This design comes from an exercise in tuning for small area on the open sky130 flow, not from production work.
Only simulation tests tie the RTL to the original design; equivalence was not proved.
Power is estimated from default activity; no workload was simulated.

File: constraint.sdc
create_clock -name core_clock -period 40.0 [get_ports {clk}]
set_input_delay 8.0000 -clock core_clock [delete_from_list [all_inputs] [get_ports {clk}]]
set_output_delay 8.0000 -clock core_clock [all_outputs]
set_load 0.01 [all_outputs]
File: run.sh
#!/bin/bash
# synth_recipe.tcl (not shown) runs the flow's synth.tcl, then flattens the netlist and writes it again
# the make line also repeats each setting of config.mk as NAME=value (left out here)
make -C /OpenROAD-flow-scripts/flow DESIGN_CONFIG=/design/flow/config.mk WORK_HOME=/design/flow/orfs CLKGATE_MAP_FILE= SYNTH_SCRIPT=/design/flow/synth_recipe.tcl finish
File: config.mk
export PLATFORM = sky130hd
export DESIGN_NAME = vga_display
export DESIGN_NICKNAME = vga_display
export VERILOG_FILES = /design/flow/design.v
export SDC_FILE = /design/flow/constraint.sdc
export NUM_CORES = 4
export LEC_CHECK = 0
export CAP_MARGIN = 20
export CORE_MARGIN = 2
export CORE_UTILIZATION = 40
export SLEW_MARGIN = 20
File: design.v
module binary_to_segment(
	input[2:0] player_score, 
	input[2:0] cpu_score, 
	input clk, 
	input rst, 
	output reg [6:0] seven_output, 
	output reg [3:0] AN
	);	
reg[6:0] seven_1;
wire[6:0] seven_2 = 7'b1111110;  
wire[6:0] seven_3 = 7'b1111110;
reg[6:0] seven_4;  
reg[10:0] clk_count;  
reg[1:0] LED_route;
wire count_max = &clk_count;
always @ (posedge clk) begin
	if(rst) begin
		AN = 4'b1111;
		seven_output = 7'b1111110;
		clk_count <= 0;
		LED_route <= 0;
		seven_1 = 7'b1111110;
		seven_4 = 7'b1111110;
	end
	else if(count_max) begin
		clk_count <= 0;
		case(cpu_score)	
			0: seven_1 = 7'b0000001;
			1: seven_1 = 7'b1001111;
			2: seven_1 = 7'b0010010;
			3: seven_1 = 7'b0000110;
			4: seven_1 = 7'b1001100;
			5: seven_1 = 7'b0100100;
			6: seven_1 = 7'b0100000;
			7: seven_1 = 7'b0001111;
			8: seven_1 = 7'b0000000;
			9: seven_1 = 7'b0001100;
			default: seven_1 = 7'b1111110; 
		endcase
		case(player_score)	
			0: seven_4 = 7'b0000001;
			1: seven_4 = 7'b1001111;
			2: seven_4 = 7'b0010010;
			3: seven_4 = 7'b0000110;
			4: seven_4 = 7'b1001100;
			5: seven_4 = 7'b0100100;
			6: seven_4 = 7'b0100000;
			7: seven_4 = 7'b0001111;
			8: seven_4 = 7'b0000000;
			9: seven_4 = 7'b0001100;
			default: seven_4 = 7'b1111110; 
		endcase
		case(LED_route)
			2'b00:begin AN = 4'b1110; seven_output = seven_1; end
			2'b01:begin AN = 4'b1101; seven_output = seven_2; end
			2'b10:begin AN = 4'b1011; seven_output = seven_3; end
			2'b11:begin AN = 4'b0111; seven_output = seven_4; end
			default: AN = 4'b1111;
		endcase
		LED_route <= LED_route + 2'b01;
	end
	else clk_count <= clk_count + 1'b1;
end
endmodule	
`timescale 1ns / 1ps
module vga_controller_640_60 (rst,pixel_clk,HS,VS,hcounter,vcounter,blank);
	input rst, pixel_clk;	 
	output reg HS, VS, blank;	 
	output reg [10:0] hcounter, vcounter;	 
	parameter HMAX = 800; 	 
	parameter VMAX = 525; 	 
	parameter HLINES = 640;	 
	parameter HFP = 648; 	 
	parameter HSP = 744; 	 
	parameter VLINES = 480;	 
	parameter VFP = 482; 	 
	parameter VSP = 484; 	 
	parameter SPP = 0;		 
	wire video_enable;	 
	always@(posedge pixel_clk)begin
		if(rst == 1) blank <= 0;
		else blank <= ~video_enable; 
	end
	always@(posedge pixel_clk)begin
		if(rst == 1) hcounter <= 0;
		else if (hcounter == HMAX) hcounter <= 0;
		else hcounter <= hcounter + 1'b1;
	end
	always@(posedge pixel_clk)begin
		if(rst == 1) vcounter <=0;
		else if(hcounter == HMAX) begin
			if(vcounter == VMAX) vcounter <= 0;
			else vcounter <= vcounter + 1'b1; 
		end
	end
	always@(posedge pixel_clk)begin
		if(rst == 1) HS <= ~SPP;
		else if(hcounter >= HFP && hcounter < HSP) HS <= SPP;
		else HS <= ~SPP; 
	end
	always@(posedge pixel_clk)begin
		if(rst == 1) VS <= ~SPP;
		else if(vcounter >= VFP && vcounter < VSP) VS <= SPP;
		else VS <= ~SPP; 
	end
	assign video_enable = (hcounter < HLINES && vcounter < VLINES) ? 1'b1 : 1'b0;
endmodule
`timescale 1ns / 1ps
module vga_display(
		input rst,  
		input clk,  
		input up,
		input down,
		input left,
		input right,
		input[2:0] R_control,
		input[2:0] G_control,
		input[1:0] B_control,
		output reg [2:0] R,  
		output reg [2:0] G, 
		output reg [1:0] B,
		output wire [6:0] seven_output,
		output wire [3:0] AN,
		output HS,  
		output VS
		);
	wire [10:0] hcount, vcount;	 
	wire blank;	 
	wire ball;	 
	wire player;  
	wire computer;  
	wire [14:0] addra;
	wire [7:0] douta;
	wire [2:0] R2, G2;
	wire [1:0] B2;
	wire endgame;
	parameter S_IDLE = 0;	 
	parameter S_UP = 1;		 
	parameter S_DOWN = 2;	 
	parameter S_LEFT = 4; 	 
	parameter S_RIGHT = 8;	 
	reg [3:0] state, next_state;
	reg signed [10:0] player_y, computer_y;		 
	reg signed [10:0] ball_x, ball_y, ball_x_speed, ball_y_speed;
	reg [8:0] computer_score, player_score;
	localparam signed [10:0] ball_width = 10;
	localparam signed [10:0] player_width = 20;
	localparam signed [10:0] player_height = 120;
	localparam signed [10:0] computer_width = 20;
	localparam signed [10:0] computer_height = 120;
	localparam signed [10:0] player_speed = 8;
	localparam signed [10:0] computer_speed = 8;
	binary_to_segment b2s(
		.player_score(player_score[2:0]),
		.cpu_score(computer_score[2:0]),
		.clk(clk), 
		.rst(rst),
		.seven_output(seven_output),
		.AN(AN)
		);
	localparam TICK_BITS = 13;
	reg [TICK_BITS-1:0] slow_count;	
	wire slow_tick = &slow_count;
	always @ (posedge clk)begin
		if (rst) slow_count <= 0;
		else slow_count <= slow_count + 1'b1;	
	end	
	reg signed [10:0] py, cy;
	always @ (posedge clk)begin
		if (rst) begin
			state <= S_IDLE;
			next_state <= S_IDLE;
			player_y <= 180;
			computer_y <= 180;
		end
		else if (slow_tick) begin
			py = player_y;
			cy = computer_y;
			state <= next_state;
			case (state)
				S_UP: begin	 
					if (py - player_speed > 0 ) py = py - player_speed;	
				end	
				S_DOWN: begin  
					if (py + player_speed + player_height < 480 ) py = py + player_speed;	
				end
				default: ;
			endcase
			next_state <= {right,left,down,up};
			if(ball_x_speed > 0) begin
				if((ball_y - 60 > cy) && (cy + computer_speed + computer_height) < 480 ) cy = cy + computer_speed;
				else if((ball_y - 60 < cy) && (cy - computer_speed > 0 )) cy = cy - computer_speed;
			end
			else
				if((cy - 60) > 250) cy = cy - computer_speed;
				else if((cy - 60) < 230) cy = cy + computer_speed;
			player_y <= py;
			computer_y <= cy;
		end
	end
	reg signed [10:0] bx, by, bxs, bys;
	reg [8:0] cs, ps;
	always @ (posedge clk) begin		
		if (rst) begin
			ball_x <= 300; 
			ball_y <= 200;
			ball_x_speed <= 10;
			ball_y_speed <= 10;
			computer_score <= 0;
			player_score <= 0;
		end
		else if (slow_tick) begin
			bx = ball_x; by = ball_y; bxs = ball_x_speed; bys = ball_y_speed;
			cs = computer_score; ps = player_score;
			if(by + bys < 20 || by + bys > 460)
			begin
				bys = -1 * bys;
			end
			if(bx + bxs < 20) 
			begin
				bx = 300; 
				by = 200;
				bxs = -1 * bxs;
				cs  = cs + 1;
				if(cs == 8) begin
					cs = 0;
					ps = 0;
				end
			end
			else if(bx + bxs + ball_width > 620)
			begin
				bx = 300; 
				by = 200;
				bxs = -1 * bxs;
				ps = ps + 1;
				if(ps == 8) begin
					cs = 0;
					ps = 0;
				end
			end
			else if(bx + bxs < 60 & bx + bxs > 20 & by + bys < player_y + player_height & by + bys + ball_width > player_y)
			begin
				bxs = -1 * bxs;
			end
			else if(bx + bxs + ball_width > 580 & bx + bxs + ball_width < 600 & by + bys < computer_y + computer_height & by + bys + ball_width > computer_y)
			begin
				bxs = -1 * bxs;
			end
			ball_x <= bx + bxs;
			ball_y <= by + bys;
			ball_x_speed <= bxs;
			ball_y_speed <= bys;
			computer_score <= cs;
			player_score <= ps;
		end
	end
	vga_controller_640_60 vc(
		.rst(rst), 
		.pixel_clk(clk), 
		.HS(HS), 
		.VS(VS), 
		.hcounter(hcount), 
		.vcounter(vcount), 
		.blank(blank));
	assign ball = ~blank & (hcount >= ball_x & hcount <= ball_x + ball_width & vcount >= ball_y & vcount <= ball_y + ball_width);
	assign player = ~blank & (hcount >= 40 & hcount <= player_width + 40 & vcount >= player_y & vcount <= player_y + player_height);
	assign computer = ~blank & (hcount >= 580 & hcount <= 600 & vcount >= computer_y & vcount <= computer_y + computer_height);
	wire border;
	assign border = ~blank & (hcount <= 20 || hcount >= 620 || vcount >= 460 || vcount <= 20);
	assign endgame = (player_score > 5 || computer_score > 5);
	always @ (posedge clk) begin
		if(rst)begin
			R = 0;
			G = 0;
			B = 0;
		end
		else if(endgame)begin
			R = 0;
			G = 0;
			B = 0;
		end
		else if (ball || player || computer || border) begin	 
			R = R_control;
			G = G_control;
			B = B_control;
		end
		else begin	 
			R = 0;
			G = 0;
			B = 0;
		end
	end
endmodule
==> impl_metrics.env <==
export IMPL_n_fill_cell=3427
export IMPL_max_freq_ghz=0.0954
export IMPL_ioPinCount=35
export IMPL_timing_critical_path_slowest_stage_cell="o41ai_2"
export IMPL_grt_pass1_wl_um=59300
export IMPL_io_buffers=34
export IMPL_synth_common_cells="202 x ha_1, 166 x dfxtp_1, 165 x nor2_1"
export IMPL_clk_pin_slew_ps=80
export IMPL_cpMostUsedCell="a21oi_1"
export IMPL_worstSkewPairLatency_ps=450
export IMPL_hold_class="flip-flop to flip-flop"
export IMPL_period_share=0.262
export IMPL_cts_buffers=17
export IMPL_die_h_um=190
export IMPL_grt_max_degree=71
export IMPL_finalHoldViolCount=0
export IMPL_cts_tree="built"
export IMPL_core_mm2=0.0344
export IMPL_synth_distinct_cells=89
export IMPL_required_ps=40330
export IMPL_ys_seq_elements=166
export IMPL_peakVddDrop_uv=30.8
export IMPL_worst_ep_arrival_time_ps=10810
export IMPL_finalMaxSlewViolations=0
export IMPL_critical_path_class="flip-flop to flip-flop"
export IMPL_syn_area_per_cell_um2=8.12
export IMPL_wl_per_cell_um=16.6
export IMPL_tns_ps=0
export IMPL_root_buffer="clkbuf_16"
export IMPL_antenna_found_initial=0
export IMPL_wirelength_um=36100
export IMPL_cap_violations=0
export IMPL_first_iter_violations=736
export IMPL_dp_cells=2146
export IMPL_drt_first_pass_iters=5
export IMPL_fin_crit_ps=10490
export IMPL_yosysTopAreaCell="dfxtp_1"
export IMPL_r2r_setup_slack_ps=29510
export IMPL_slew_headroom=0.341
export IMPL_htree_levels=4
export IMPL_grt_usage=0.204
export IMPL_vias=12100
export IMPL_seq_area_frac_synth=0.240
export IMPL_critPathLaunchType="flip-flop"
export IMPL_clock_sinks=166
export IMPL_postCtsHoldBufs=0
export IMPL_place_congestion=0.882
export IMPL_clockBufferDepth=2
export IMPL_power_uw=457
export IMPL_synth_area_mm2=0.0139
export IMPL_critPathMaxFanout=14
export IMPL_status="finished clean"
export IMPL_slowest_delay_ps=660
export IMPL_asyncSetResetFlopFracSynth=0
export IMPL_ys_flop_type="dfxtp_1"
export IMPL_worst_slew_pin_slew_ps=989
export IMPL_rsz0062_at_grt="false"
export IMPL_post_cts_buffers=0
export IMPL_initial_core_util=0.403
export IMPL_syn_instance_count=1708
export IMPL_vias_per_cell=5.56
export IMPL_dp_hpwl_um=27200
export IMPL_min_path_cells=1
export IMPL_fin_cells=2179
export IMPL_final_antenna_net_count=0
export IMPL_p_leak_nw=6.59
export IMPL_setup_viol=0
export IMPL_dieArea_mm2=0.0362
export IMPL_gr_total_overflow=0
export IMPL_die_w_um=190
export IMPL_syn2layout_area_growth_pct=9.60
export IMPL_r2r_cells=44
export IMPL_synth_area_leaders="dfxtp_1 24%, ha_1 18%, xnor2_1 5.9%"
export IMPL_final_nets=1931
export IMPL_yosysMostFrequentCell="ha_1"
export IMPL_grt_pass1_vias=11500
export IMPL_synth_edf_count=0
export IMPL_cts_resized_gates=0
export IMPL_drive_gt1_frac=0.0429
export IMPL_diodes=0
export IMPL_drc=0
export IMPL_power_density_mw_per_mm2=30.1
export IMPL_ys_warn_count=3
export IMPL_rows=68
export IMPL_worst_setup_path_end_kind="flip-flop"
export IMPL_clock_skew_ps=14.3
export IMPL_synth_top_area_share=0.240
-- state kept, by name, indices dropped and copies added, names as in the netlist, 3 cells and up, named ones only --
register and cells:
ball_x 11, R 3, computer_score 9, b2s.clk_count 11, player_y 8, vc.vcounter 11
b2s.AN 4, ball_x_speed 9, state 4, G 3, ball_y_speed 9, next_state 4
vc.hcounter 11, computer_y 8, player_score 9, b2s.seven_output 7, ball_y 11, slow_count 13
-- power by group --
part           total, mW  internal, mW  switching (mW)  leakage [nW]
registers          0.173         0.170         0.00370          1.34
logic              0.117        0.0485          0.0688          4.96
clock network      0.167        0.0852          0.0817         0.284
total              0.457         0.303           0.154          6.59
-- worst max-delay path, delay by kind of cell, from the launching register on --
| kind | cells | cell delay, ps |
|---|---|---|
| and+or+nand+nor | 12 | 1950 |
| adders and majority gates | 4 | 1490 |
| DFF | 1 | 520 |
| xor gates and xnor gates | 4 | 1030 |
| AOI/OAI and AO/OA | 24 | 5360 |
-- per-layer routing --
layer	share of wire	GRT usage	vias up	wire length [µm]
met2	0.46	0.337	244	16700
met4	0.017	0.0569	0	619
li1	-	-	6137	-
met3	0.039	0.0297	39	1400
met1	0.48	0.275	5689	17400
met5	0	0	-	0
-- stage by stage --
stage | hold WS (ps) | cell area (µm²) | worst slack, ps | util
6_report | 450 | 15200 | 29510 | 0.442
4_1_cts | 451 | 15200 | 29550 | 0.442
3_5_place_dp | 437 | 14600 | 29620 | 0.425
5_1_grt | 474 | 15200 | 28390 | 0.442
2_1_floorplan | 418 | 13900 | 30400 | -
3_3_place_gp | 431 | 14600 | 29830 | 0.425
-- worst paths after layout --
check | from | end
hold / removal | slow_count[0] | slow_count[0]
hold reg to reg | slow_count[0] | slow_count[0]
setup / recovery | ball_y[1] | ball_x[10]
setup reg to reg | ball_y[1] | ball_x[10]
-- area by class of cell --
class | instances | area (µm²) | share of cell area
multi-input cells | 1399 | 9980 | 0.657
clock inverters | 14 | 155 | 0.0102
repair buffers | 44 | 417 | 0.0274
clock buffers | 18 | 439 | 0.0289
inverters | 83 | 312 | 0.0205
flip-flops and latches | 166 | 3320 | 0.219
well taps | 455 | 569 | 0.0375
-- cell families (layout without fill, tap and decap cells) --
family          after synthesis  count (layout)  synth area share
flops                       166             166             0.240
compound gates              395             395             0.186
xor+xnor                    159             159             0.102
buf+inv                     144             159            0.0411
other cells                   1               2          0.000270
fa+ha+maj                   206             206             0.188
simple gates                609             609             0.221
mux                          28              28            0.0222
-- layout by cell type, fill, tap and decap left out, types with 8 or more instances in the layout --
cell type        synthesis  layout
nor2_1                 165     165
o21bai_1                10      10
buf_4                    3      10
and3_1                  22      22
or3_1                   19      19
a21oi_1                110     110
xnor2_1                 94      94
nor4_1                  16      16
nor3b_1                 15      15
ha_1                   202     202
inv_1                   82      82
or4_1                    9       9
clkdlybuf4s50_1          0      33
nor2b_1                 30      30
dfxtp_1                166     166
a21o_1                  58      58
mux2i_1                 21      21
o211ai_1                22      22
o21ai_0                 79      79
a211oi_1                16      16
o21a_1                  19      19
nor3_1                  44      43
a31oi_1                 16      16
nand3_1                 59      59
xor2_1                  63      63
nand4_1                 27      27
nand2_1                132     132
clkbuf_16                0      17
nand2b_1                20      20
nand4b_1                 8       8
and2_1                  10      10

-- re-timing with driven ports --
In the flow no input, the clock included, has a driving cell. The finished layout below was timed again as built, in two steps.
Step 1 assumes that a clkbuf_16 drives the clock port and a buf_2 every other input.
Step 2, shift: input delay + t, output delay - t, t = (earliest + latest rising clock arrival at the registers) / 2. This alone moves slack from input paths to output paths.
a / b / c = no drivers / after step 1 / after step 2; a / b = the first two.
shift t [ns]: 0.496
slack for setup (ns): 29.513 / 29.513 / 29.513
slew at the worst register clock pin (ns): 0.08 / 0.08
After both steps this run still meets setup and hold. The setup slack of this run moves by 0.000 ns with the drivers and by 0.000 ns with both steps.
